Background: an optimization exercise with open tools, aiming at small area. Do not read the settings as production practice.
The RTL was checked by simulation tests, not by an equivalence proof against the original design.
Power figures rest on the tool's default switching activity, not on a simulated workload.

## the baseline
==> flow/design.v (excerpt) <==
module rf_top(clk, reset, rot_a, rot_b, bits, line1, line2);
        input clk, reset, rot_a, rot_b;
        input [3:0] bits;
        output [15:0] line1;
        output [15:0] line2;
        wire rot;
        detector D0(clk, rot_a, rot_b, rot);
        rf_interface I0(bits, clk, rot, reset, line1, line2);
endmodule
Size: ~1900 cells after synthesis, roughly 590 flip-flops.
make LEC_CHECK=0 CAP_MARGIN=20 CORE_MARGIN=2 CORE_UTILIZATION=40 CTS_CLUSTER_DIAMETER=100 CTS_CLUSTER_SIZE=26 SLEW_MARGIN=20 SYNTH_HIERARCHICAL=1 finish   # period 7.5 ns
run.sh (not shown) runs the stock make flow with config.mk's settings and CLKGATE_MAP_FILE= SYNTH_SCRIPT=/design/flow/synth_recipe.tcl, a recipe that flattens the netlist after the stock synthesis.
The baseline reached the end of the flow, and the finished layout is clean on the timing, design-rule and antenna checks.
> inputs changed (the baseline -> the candidate)
==> flow/flow/run.sh (new file) <==
#!/bin/bash
# The standard layout (standard.sh), with one change: the ports are
# buffered with sky130_fd_sc_hd__buf_1 instead of the default port buffer.
# make's output goes to make.log here; ORFS keeps each step's own log under
# orfs/logs/.
set -euo pipefail
cd "$(dirname "$0")/.."
bash standard.sh "BUFFER_PORTS_ARGS=-buffer_cell sky130_fd_sc_hd__buf_1" finish > make.log 2>&1
==> flow/standard.sh (new file) <==
#!/bin/bash
# synth_recipe.tcl (not shown) runs the flow's synth.tcl, then flattens the netlist and writes it again
# the make line also repeats each setting of config.mk as NAME=value (left out here)
make -C /OpenROAD-flow-scripts/flow DESIGN_CONFIG=/design/flow/config.mk WORK_HOME=/design/flow/orfs CLKGATE_MAP_FILE= SYNTH_SCRIPT=/design/flow/synth_recipe.tcl "${@:-finish}"
removed: flow/run.sh
==> comparison <==
The baseline has completed all stages; timing, DRC and antenna checks passed.
The candidate completed every stage of the flow, and the final layout passed the timing, design-rule and antenna checks.
The static leakage in the candidate was lower than what the baseline gave.
As far as synthesized area goes, the baseline and the candidate are indistinguishable; the numbers are identical.
The baseline vs the candidate, source of the critical timing path: I0.fa[0] vs I0.rg
STATUS wire length after detailed routing: the candidate wins against the baseline
The candidate against the baseline: part of the total power dissipated in combinational logic neither gained nor lost much, power in sequential cells ~0 delta.
For the baseline, the cell with the biggest individual delay on the critical path was a222oi_1, unlike the candidate, where it was edfxtp_1.

---

## run 1
Another version of the RTL of rf_top (not shown whole).
For scale: about 1900 cells after synthesis, about 590 flip-flops, roughly 40 I/O pins.
==> flow/config.mk <==
export PLATFORM = sky130hd
export DESIGN_NAME = rf_top
export DESIGN_NICKNAME = rf_top
export VERILOG_FILES = /design/flow/design.v
export SDC_FILE = /design/flow/constraint.sdc
export NUM_CORES = 4
export LEC_CHECK = 0
export CAP_MARGIN = 20
export CORE_MARGIN = 2
export CORE_UTILIZATION = 40
export CTS_CLUSTER_DIAMETER = 100
export CTS_CLUSTER_SIZE = 26
export GPL_ROUTABILITY_DRIVEN = 0
export PLACE_DENSITY = 0.7
export SLEW_MARGIN = 20
export SYNTH_HIERARCHICAL = 1
==> flow/constraint.sdc <==
create_clock -name core_clock -period 7.5 [get_ports {clk}]
set_input_delay 1.5000 -clock core_clock [delete_from_list [all_inputs] [get_ports {clk}]]
set_output_delay 1.5000 -clock core_clock [all_outputs]
set_load 0.01 [all_outputs]
standard.sh (not shown) runs the stock make flow with config.mk's settings and CLKGATE_MAP_FILE= SYNTH_SCRIPT=/design/flow/synth_recipe.tcl, a recipe that flattens the netlist after the stock synthesis.
==> flow/flow/run.sh <==
#!/bin/bash
# The standard layout (standard.sh), with one change: the ports are
# buffered with sky130_fd_sc_hd__buf_1 instead of the default port buffer.
# make's output goes to make.log here; ORFS keeps each step's own log under
# orfs/logs/.
set -euo pipefail
cd "$(dirname "$0")/.."
bash standard.sh "BUFFER_PORTS_ARGS=-buffer_cell sky130_fd_sc_hd__buf_1" finish > make.log 2>&1
Setup changes, run 1 to run 2
- PLACE_DENSITY: 0.7 -> unset
- GPL_ROUTABILITY_DRIVEN: 0 -> unset
## What came out
Sum of met2 wire segment lengths after detailed routing for run 2: about 8% up relative to run 1
Summed negative setup slack over all endpoints: run 2 vs run 1 — no meaningful difference
The run showing the greater maximum operating frequency is run 2.
### run 2 -> run 3
- an added PLACE_DENSITY of 0.8
Results
Max routed wire length across run 2 and run 3: run 2. Average detailed-routed wire length per instance came out lower on run 3 than on run 2. Power after layout: run 3 < run 2. Of run 2 and run 3, the run reporting the lower via count of the first global-routing pass was run 2.
The following lists how run 4 was set up differently from run 3:
- a change of PLACE_DENSITY from 0.8 to 0.75
- a change of CTS_CLUSTER_SIZE from 26 to 29
- a change of CTS_CLUSTER_DIAMETER from 100 to 110
--- outcome ---
[run 4 vs run 3] first-iteration DRC count: lower in run 4
Clock power share in run 4 vs run 3: down 0.6 points
The lower clock-buffer cell count came out of run 4.

---

sierra:
Another version of the RTL of rf_top (not shown whole).
Size in the first run: ~40 I/O pins, roughly 22000 µm² of cells after synthesis.
clock: 7.5 ns
lec_check: 0
cap_margin: 20
core_margin: 2
core_utilization: 40
cts_cluster_diameter: 100
cts_cluster_size: 26
slew_margin: 20
synth_hierarchical: 1
run.sh (not shown) runs the stock make flow with config.mk's settings and CLKGATE_MAP_FILE= SYNTH_SCRIPT=/design/flow/synth_recipe.tcl, a recipe that flattens the netlist after the stock synthesis.
Stock flow here: none of the scripts above is used.
Relative to sierra, the following input files were edited for nickel:
==> flow/flow/run.sh (new file) <==
#!/bin/bash
# The standard layout (standard.sh), with one change: the ports are
# buffered with sky130_fd_sc_hd__buf_1 instead of the default port buffer.
# make's output goes to make.log here; ORFS keeps each step's own log under
# orfs/logs/.
set -euo pipefail
cd "$(dirname "$0")/.."
bash standard.sh "BUFFER_PORTS_ARGS=-buffer_cell sky130_fd_sc_hd__buf_1" finish > make.log 2>&1
==> flow/standard.sh (new file) <==
#!/bin/bash
# synth_recipe.tcl (not shown) runs the flow's synth.tcl, then flattens the netlist and writes it again
# the make line also repeats each setting of config.mk as NAME=value (left out here)
make -C /OpenROAD-flow-scripts/flow DESIGN_CONFIG=/design/flow/config.mk WORK_HOME=/design/flow/orfs CLKGATE_MAP_FILE= SYNTH_SCRIPT=/design/flow/synth_recipe.tcl "${@:-finish}"
removed: flow/run.sh
Results
Via count: nickel vs sierra — no meaningful difference. Per the comparison of nickel with sierra, final cycle utilization of the critical path has decreased; area growth from synthesis to layout has decreased; overall power after layout has increased; worst ir drop on vdd has increased; global-route usage over all layers has remained practically unchanged.

---

Another version of the RTL of rf_top (not shown whole).
Size in the first run: about 1900 cells after synthesis, roughly 40 I/O pins, about 23000 um2 of cells after synthesis.
==> flow/config.mk <==
export PLATFORM = sky130hd
export DESIGN_NAME = rf_top
export DESIGN_NICKNAME = rf_top
export VERILOG_FILES = /design/flow/design.v
export SDC_FILE = /design/flow/constraint.sdc
export NUM_CORES = 4
export LEC_CHECK = 0
export CAP_MARGIN = 20
export CORE_MARGIN = 2
export CORE_UTILIZATION = 40
export CTS_CLUSTER_DIAMETER = 100
export CTS_CLUSTER_SIZE = 26
export PLACE_DENSITY = 0.75
export SLEW_MARGIN = 20
export SYNTH_HIERARCHICAL = 1
==> flow/constraint.sdc <==
create_clock -name core_clock -period 7.5 [get_ports {clk}]
set_input_delay 1.5000 -clock core_clock [delete_from_list [all_inputs] [get_ports {clk}]]
set_output_delay 1.5000 -clock core_clock [all_outputs]
set_load 0.01 [all_outputs]
standard.sh (not shown) runs the stock make flow with config.mk's settings and CLKGATE_MAP_FILE= SYNTH_SCRIPT=/design/flow/synth_recipe.tcl, a recipe that flattens the netlist after the stock synthesis.
==> flow/flow/run.sh <==
#!/bin/bash
# The standard layout (standard.sh), with one change: the ports are
# buffered with sky130_fd_sc_hd__buf_1 instead of the default port buffer.
# make's output goes to make.log here; ORFS keeps each step's own log under
# orfs/logs/.
set -euo pipefail
cd "$(dirname "$0")/.."
bash standard.sh "BUFFER_PORTS_ARGS=-buffer_cell sky130_fd_sc_hd__buf_1" finish > make.log 2>&1
The first run finished clean.
Then changed:
- PLACE_DENSITY: 0.75 -> unset
=> The changed run passed the timing, design-rule and antenna checks; total power increases by 2.9%; worst setup slack improved by 0.23 ns; sequential share of layout area goes down by 0.52 points; wire length came out higher by 9.7%.

## separate check: timing with driven ports
Ports are ideal in the flow. The routed layouts listed here were re-timed in OpenROAD.
Step 1 sets driving cells, clkbuf_16 on the clock port and buf_2 on the other inputs (assumed; they add their load-dependent delay and slew).
Step 2, shift: input delay + t, output delay - t, t = (earliest + latest rising clock arrival at the registers) / 2. This alone moves slack from input paths to output paths.
a / b / c = ideal / step 1 / step 2; a / b = the first two.
| run | t (ns) | setup WS [ns] | hold slack, ns | latest minus earliest clock arrival (ns) | worst data-port slew with drivers (ns) |
|---|---|---|---|---|---|
| the baseline | 0.665 | 0.424 / 0.424 / 0.424 | 0.391 / 0.391 / 0.391 | 0.027 / 0.027 | 0.04 |
| the candidate | 0.655 | 0.313 / 0.313 / 0.313 | 0.392 / 0.392 / 0.392 | 0.035 / 0.035 | 0.03 |
| run 1 | 0.650 | 0.595 / 0.595 / 0.595 | 0.387 / 0.387 / 0.387 | 0.035 / 0.036 | 0.04 |
| run 2 | 0.662 | 0.953 / 0.953 / 0.953 | 0.385 / 0.385 / 0.385 | 0.054 / 0.053 | 0.03 |
| run 3 | 0.665 | 0.625 / 0.625 / 0.625 | 0.384 / 0.384 / 0.384 | 0.024 / 0.023 | 0.04 |
| run 4 | 0.647 | 0.823 / 0.823 / 0.823 | 0.395 / 0.395 / 0.395 | 0.025 / 0.026 | 0.04 |
| sierra | 0.652 | 0.429 / 0.429 / 0.429 | 0.386 / 0.386 / 0.386 | 0.023 / 0.024 | 0.05 |
| nickel | 0.657 | 0.583 / 0.583 / 0.583 | 0.382 / 0.382 / 0.382 | 0.025 / 0.025 | 0.04 |
| the first run of note 4 | 0.656 | 0.771 / 0.771 / 0.771 | 0.411 / 0.411 / 0.411 | 0.044 / 0.044 | 0.04 |
| the second run of note 4 | 0.673 | 1.005 / 1.005 / 1.005 | 0.399 / 0.399 / 0.399 | 0.031 / 0.032 | 0.05 |
After both steps setup and hold are still met in every run listed.
